From an optimization exercise on the open Yosys and OpenROAD flow, aimed at a short achievable clock period and few clock cycles; shortcuts taken in it are not production practice. Function was checked by simulation only, so behaviour that the tests miss may differ from the original. Power figures rest on the tool's default switching activity, not on a simulated workload.

==> run P: inputs <==
==> flow/design.v (excerpt) <==
module CPU(
    input clk,
    input reset, reset_btb,
    input [31:0] idata,
    output [31:0] iaddr,
    input [31:0] drdata,
    output [31:0] daddr,
    output [31:0] dwdata,
    output [3:0] we,
    output [31:0] x31,
    output [31:0] pc
);
==> flow/config.mk <==
export PLATFORM = sky130hd
export DESIGN_NAME = CPU
export DESIGN_NICKNAME = CPU
export VERILOG_FILES = /design/flow/design.v
export SDC_FILE = /design/flow/constraint.sdc
export NUM_CORES = 4
export LEC_CHECK = 0
export CAP_MARGIN = 20
export CORE_MARGIN = 2
export CORE_UTILIZATION = 40
export SLEW_MARGIN = 20
export SYNTH_HIERARCHICAL = 1
==> flow/constraint.sdc <==
create_clock -name core_clock -period 10.0 [get_ports {clk}]
set_input_delay 2.0000 -clock core_clock [delete_from_list [all_inputs] [get_ports {clk}]]
set_output_delay 2.0000 -clock core_clock [all_outputs]
set_load 0.01 [all_outputs]
standard.sh (not shown) runs the stock make flow with config.mk's settings and CLKGATE_MAP_FILE= SYNTH_SCRIPT=/design/flow/synth_recipe.tcl, a recipe that flattens the netlist after the stock synthesis.
==> flow/flow/run.sh <==
#!/bin/bash
set -euo pipefail
cd "$(dirname "$0")/.."
MARGIN=6.5
bash standard.sh synth > synth.log 2>&1
sed "s/\"\${@:-finish}\"/SETUP_SLACK_MARGIN=$MARGIN \"\${@:-finish}\"/" standard.sh > standard_margin.sh
grep -q "SETUP_SLACK_MARGIN=$MARGIN" standard_margin.sh
bash standard_margin.sh finish > layout.log 2>&1
test -f out/final.def
==> run E (differences from run P) <==
--- a/flow/design.v
+++ b/flow/design.v
@@ -56,20 +56,25 @@
     reg        u_hit;
     reg [NBL-1:0] u_hidx;
     reg [1:0]  u_ctr;
     reg        w_wen;
     reg [4:0]  w_rd;
     reg [31:0] w_res;
     reg [31:0] rf [1:31];
-    assign iaddr = pc_f;
-    assign pc = pc_f;
-    assign daddr = m_addr;
+    wire [31:0] pc_next, sum;
+    wire [31:0] pc_q, daddr_q, x31_q;
+    oreg u_opc(.clk(clk), .d(reset ? 32'd0 : pc_next), .q(pc_q));
+    oreg u_odaddr(.clk(clk), .d(sum), .q(daddr_q));
+    oreg u_ox31(.clk(clk), .d((w_wen && w_rd == 5'd31) ? w_res : x31_q), .q(x31_q));
+    assign iaddr = pc_q;
+    assign pc = pc_q;
+    assign daddr = daddr_q;
     assign dwdata = m_wd;
     assign we = m_we;
-    assign x31 = rf[31];
+    assign x31 = x31_q;
     reg [NB-1:0]  b_val;
     reg [TW-1:0]  b_tag [0:NB-1];
     reg [31:0]    b_tgt [0:NB-1];
     reg [1:0]     b_ctr [0:NB-1];
     reg [NBL-1:0] b_ptr;
     reg [NB-1:0] f_hv;
     reg          f_hit;
@@ -195,26 +200,37 @@
                       (w_wen && w_rd == rs2) ? w_res : rf[rs2];
     wire fa_em = e_v & e_wen & (e_rd == rs1) & use1;
     wire fb_em = e_v & e_wen & (e_rd == rs2) & use2;
     wire [31:0] res;
     wire [31:0] fa = e_a;
     wire [31:0] in2 = e_b;
     wire [31:0] sd = e_sd;
-    wire [31:0] sum;
-    wire cond;
-    alu u_alu(.a(fa), .b(in2), .f3(e_f3),
+    wire z_src = o_br & (f3[2:1] == 2'b00) & (rs2 == 5'd0) & (rs1 != 5'd0) &
+                 e_v & e_wen & (e_rd == rs1) & e_s_add & ~e_ld;
+    wire z_zero = ((e_a ^ e_b) == {e_a[30:0] | e_b[30:0], 1'b0});
+    wire z_tk = f3[0] ? ~z_zero : z_zero;
+    wire pn_tg = d_pn == d_tg;
+    wire pn_seq = d_pn == d_seq;
+    wire d_redir = z_src ? (z_tk ? ~pn_tg : ~pn_seq) : d_red;
+    wire [31:0] d_rtgt = (z_src & ~z_tk) ? d_seq : d_tg;
+    wire id_redir_c = d_v & d_redir & ~stall;
+    wire [31:0] pc_early = stall ? pc_f : id_redir_c ? d_rtgt : f_pn;
+    wire dv_early = ~id_redir_c & (stall ? d_v : 1'b1);
+    wire ev_early = d_v & ~stall;
+    wire ewen_early = d_v & ~stall & wen_d;
+    wire take, ex_mis, dv_next, ev_next, ewen_next;
+    exu u_exu(.a(fa), .b(in2), .f3(e_f3),
               .s_add(e_s_add), .s_sub(e_s_sub), .s_and(e_s_and), .s_or(e_s_or), .s_xor(e_s_xor),
               .s_sll(e_s_sll), .s_srl(e_s_srl), .s_sra(e_s_sra), .s_slt(e_s_slt), .s_sltu(e_s_sltu),
-              .s_pre(e_s_pre), .pre(e_pre), .res(res), .sum(sum), .cond(cond));
-    wire take = e_jal | (e_br & cond);
-    wire [31:0] jp = {e_pn[31:1], fa[0] ^ e_i[0]};
-    wire [31:0] jk = {(fa[30:0] & e_i[30:0]) | ((fa[30:0] | e_i[30:0]) & ~jp[30:0]), 1'b0};
-    wire jalr_ok = ((fa ^ e_i ^ jp) == jk);
-    wire ex_mis = e_v & (e_jalr ? ~jalr_ok : (take ? e_m_t : e_m_nt));
-    wire [31:0] ex_tgt = e_jalr ? {sum[31:1], 1'b0} : (take ? e_tgt : e_seq);
+              .s_pre(e_s_pre), .pre(e_pre),
+              .v(e_v), .br(e_br), .jal(e_jal), .jalr(e_jalr), .m_t(e_m_t), .m_nt(e_m_nt),
+              .imm(e_i), .pn(e_pn), .tgt(e_tgt), .seq(e_seq),
+              .pc_early(pc_early), .dv_early(dv_early), .ev_early(ev_early), .ewen_early(ewen_early),
+              .res(res), .sum(sum), .take(take), .mis(ex_mis), .pc_next(pc_next),
+              .dv_next(dv_next), .ev_next(ev_next), .ewen_next(ewen_next));
     reg [31:0] wd;
     reg [3:0] wm;
     always @(*) begin
         wd = sd;
         wm = 4'd0;
         case (e_f3[1:0])
             2'd0: begin wd = {4{sd[7:0]}}; wm = 4'b0001 << sum[1:0]; end
@@ -237,32 +253,29 @@
             end
             2'd1: ldv = m_addr[1] ? {{16{~m_f3[2] & drdata[31]}}, drdata[31:16]}
                                   : {{16{~m_f3[2] & drdata[15]}}, drdata[15:0]};
             default: ldv = drdata;
         endcase
     end
     assign m_out = m_ld ? ldv : m_res;
-    wire id_redir = d_v & d_red & ~stall & ~ex_mis;
-    wire [31:0] pc_next = ex_mis ? ex_tgt : stall ? pc_f : id_redir ? d_tg : f_pn;
     always @(posedge clk) begin
         if (reset) begin
             pc_f <= 32'd0;
             d_v <= 1'b0;
             e_v <= 1'b0;
             e_wen <= 1'b0;
             m_wen <= 1'b0;
             m_we <= 4'd0;
             w_wen <= 1'b0;
             u_v <= 1'b0;
         end else begin
             pc_f <= pc_next;
-            if (ex_mis | id_redir) d_v <= 1'b0;
-            else if (!stall) d_v <= 1'b1;
-            e_v <= d_v & ~stall & ~ex_mis;
-            e_wen <= d_v & ~stall & ~ex_mis & wen_d;
+            d_v <= dv_next;
+            e_v <= ev_next;
+            e_wen <= ewen_next;
             m_wen <= e_v & e_wen;
             m_we <= wm;
             w_wen <= m_wen;
             u_v <= e_v & (e_br | e_jal | e_jalr | e_hit);
         end
         if (!stall) begin
             d_ins <= idata;
@@ -288,16 +301,16 @@
         e_i <= ialu;
         e_pre <= pre_d;
         e_s_add <= s_add; e_s_sub <= s_sub; e_s_and <= s_and; e_s_or <= s_or; e_s_xor <= s_xor;
         e_s_sll <= s_sll; e_s_srl <= s_srl; e_s_sra <= s_sra; e_s_slt <= s_slt; e_s_sltu <= s_sltu;
         e_s_pre <= s_pre;
         e_seq <= d_seq;
         e_tgt <= d_tg;
-        e_m_t <= ~d_red & (d_pn != d_tg);
-        e_m_nt <= o_jal ? ~d_red & (d_pn != d_tg) : d_red ? (d_tg != d_seq) : (d_pn != d_seq);
+        e_m_t <= ~z_src & ~d_red & ~pn_tg;
+        e_m_nt <= ~z_src & (o_jal ? ~d_red & ~pn_tg : d_red ? (d_tg != d_seq) : ~pn_seq);
         e_pn <= d_pn;
         e_pc <= d_pc;
         e_hit <= d_hit;
         e_hidx <= d_hidx;
         e_ctr <= d_ctr;
         m_rd <= e_rd;
         m_ld <= e_ld;
@@ -357,22 +370,29 @@
     input [31:0] ins,
     output [21:0] jlo,
     output [13:0] blo
 );
     assign jlo = {1'b0, pc[20:0]} + {1'b0, ins[31], ins[19:12], ins[20], ins[30:21], 1'b0};
     assign blo = {1'b0, pc[12:0]} + {1'b0, ins[31], ins[7], ins[30:25], ins[11:8], 1'b0};
 endmodule
-module alu(
+module exu(
     input [31:0] a, b,
     input [2:0] f3,
     input s_add, s_sub, s_and, s_or, s_xor, s_sll, s_srl, s_sra, s_slt, s_sltu, s_pre,
     input [31:0] pre,
+    input v, br, jal, jalr, m_t, m_nt,
+    input [31:0] imm, pn, tgt, seq,
+    input [31:0] pc_early,
+    input dv_early, ev_early, ewen_early,
     output [31:0] res,
     output [31:0] sum,
-    output reg cond
+    output take,
+    output mis,
+    output [31:0] pc_next,
+    output dv_next, ev_next, ewen_next
 );
     assign sum = a + b;
     wire [31:0] dif = a - b;
     wire lt  = $signed(a) < $signed(b);
     wire ltu = a < b;
     wire eq  = a == b;
     wire [31:0] sh_l = a << b[4:0];
@@ -380,19 +400,37 @@
     wire [31:0] sh_a = $signed(a) >>> b[4:0];
     assign res = ({32{s_add}} & sum) | ({32{s_sub}} & dif) |
                  ({32{s_and}} & (a & b)) | ({32{s_or}} & (a | b)) |
                  ({32{s_xor}} & (a ^ b)) |
                  ({32{s_sll}} & sh_l) | ({32{s_srl}} & sh_r) | ({32{s_sra}} & sh_a) |
                  {31'd0, (s_slt & lt) | (s_sltu & ltu)} |
                  ({32{s_pre}} & pre);
+    reg cond;
     always @(*) begin
         case (f3)
             3'd0: cond = eq;
             3'd1: cond = ~eq;
             3'd4: cond = lt;
             3'd5: cond = ~lt;
             3'd6: cond = ltu;
             3'd7: cond = ~ltu;
             default: cond = 1'b0;
         endcase
     end
+    assign take = jal | (br & cond);
+    wire [31:0] jp = {pn[31:1], a[0] ^ imm[0]};
+    wire [31:0] jk = {(a[30:0] & imm[30:0]) | ((a[30:0] | imm[30:0]) & ~jp[30:0]), 1'b0};
+    wire jalr_ok = ((a ^ imm ^ jp) == jk);
+    assign mis = v & (jalr ? ~jalr_ok : (take ? m_t : m_nt));
+    wire [31:0] ex_tgt = jalr ? {sum[31:1], 1'b0} : (take ? tgt : seq);
+    assign pc_next = mis ? ex_tgt : pc_early;
+    assign dv_next = ~mis & dv_early;
+    assign ev_next = ~mis & ev_early;
+    assign ewen_next = ~mis & ewen_early;
+endmodule
+module oreg(
+    input clk,
+    input [31:0] d,
+    output reg [31:0] q
+);
+    always @(posedge clk) q <= d;
 endmodule
==> qor summary <==
	run P	run E
Number of inverters outside the clock class in the layout	284	323
Initial antenna violation count	26	24
Total sequential power	10.0 mW	10.3 mW
Data arrival at the endpoint of the critical path	4.93 ns	5.33 ns
Multi-input logic cell count	4501	4768
Yosys Warn Count	8	9
Fraction of area in multi-input gates	0.355	0.366
Static leakage	43.3 nW	45.1 nW
Antenna diodes	15	8
Sw Share	0.277	0.275
Net count of the mapped netlist	7653	8064
Combinational share of power	0.158	0.155
R2R depth	19	17
WL met3	38.9 mm	38.0 mm
Run status	timing/DRC/antenna clean	timing/DRC/antenna clean
Achievable frequency	243 MHz	217 MHz
Post-Route WL	389 mm	392 mm
Multi-input gate area in the final layout	43800 µm²	45700 µm²
Design internal power	15.8 mW	16.2 mW
Synthesized area divided by synthesized cell count	13.6 µm²	13.4 µm²
Post-synthesis cell area	100000 µm²	104000 µm²
Final-layout clock-cell area share	0.0609	0.0622
Final #Nets	8254	8526
Post-synthesis cell count	7391	7772
Share of post-route cells with drive strength above 1	0.314	0.300
Post-layout min period	4.12 ns	4.61 ns
Testbench counts of run P, summed over its fixed seeds: cycles 80,066.
Testbench counts of run E, summed over its fixed seeds: cycles 79,097.

re-timing with driven ports:
How much do the figures lean on ideal ports? The routed layouts below were timed once more, with nothing changed but the port constraints.
Step 1: set_driving_cell puts a clkbuf_16 on clk and a buf_2 on each other input, an assumption about the parent block.
Step 2 times the ports against the registers' clock, not the clock port: input delays grow and output delays shrink by t, the midpoint of the rising clock arrivals with the driver on.
Slacks: ideal ports / drivers / drivers and shift; pairs: ideal ports / drivers.
run	t (ns)	slack for setup (ns)	clock arrival spread, ns	worst slew at a driven data input, ns
run P	0.956	5.881 / 5.881 / 5.398	0.106 / 0.106	0.07
run E	0.960	5.390 / 5.390 / 5.390	0.096 / 0.096	0.15
After both steps every run listed still meets setup and hold. The setup slack of run P, which loses most, moves by 0.000 ns with the drivers and by -0.483 ns with both steps.
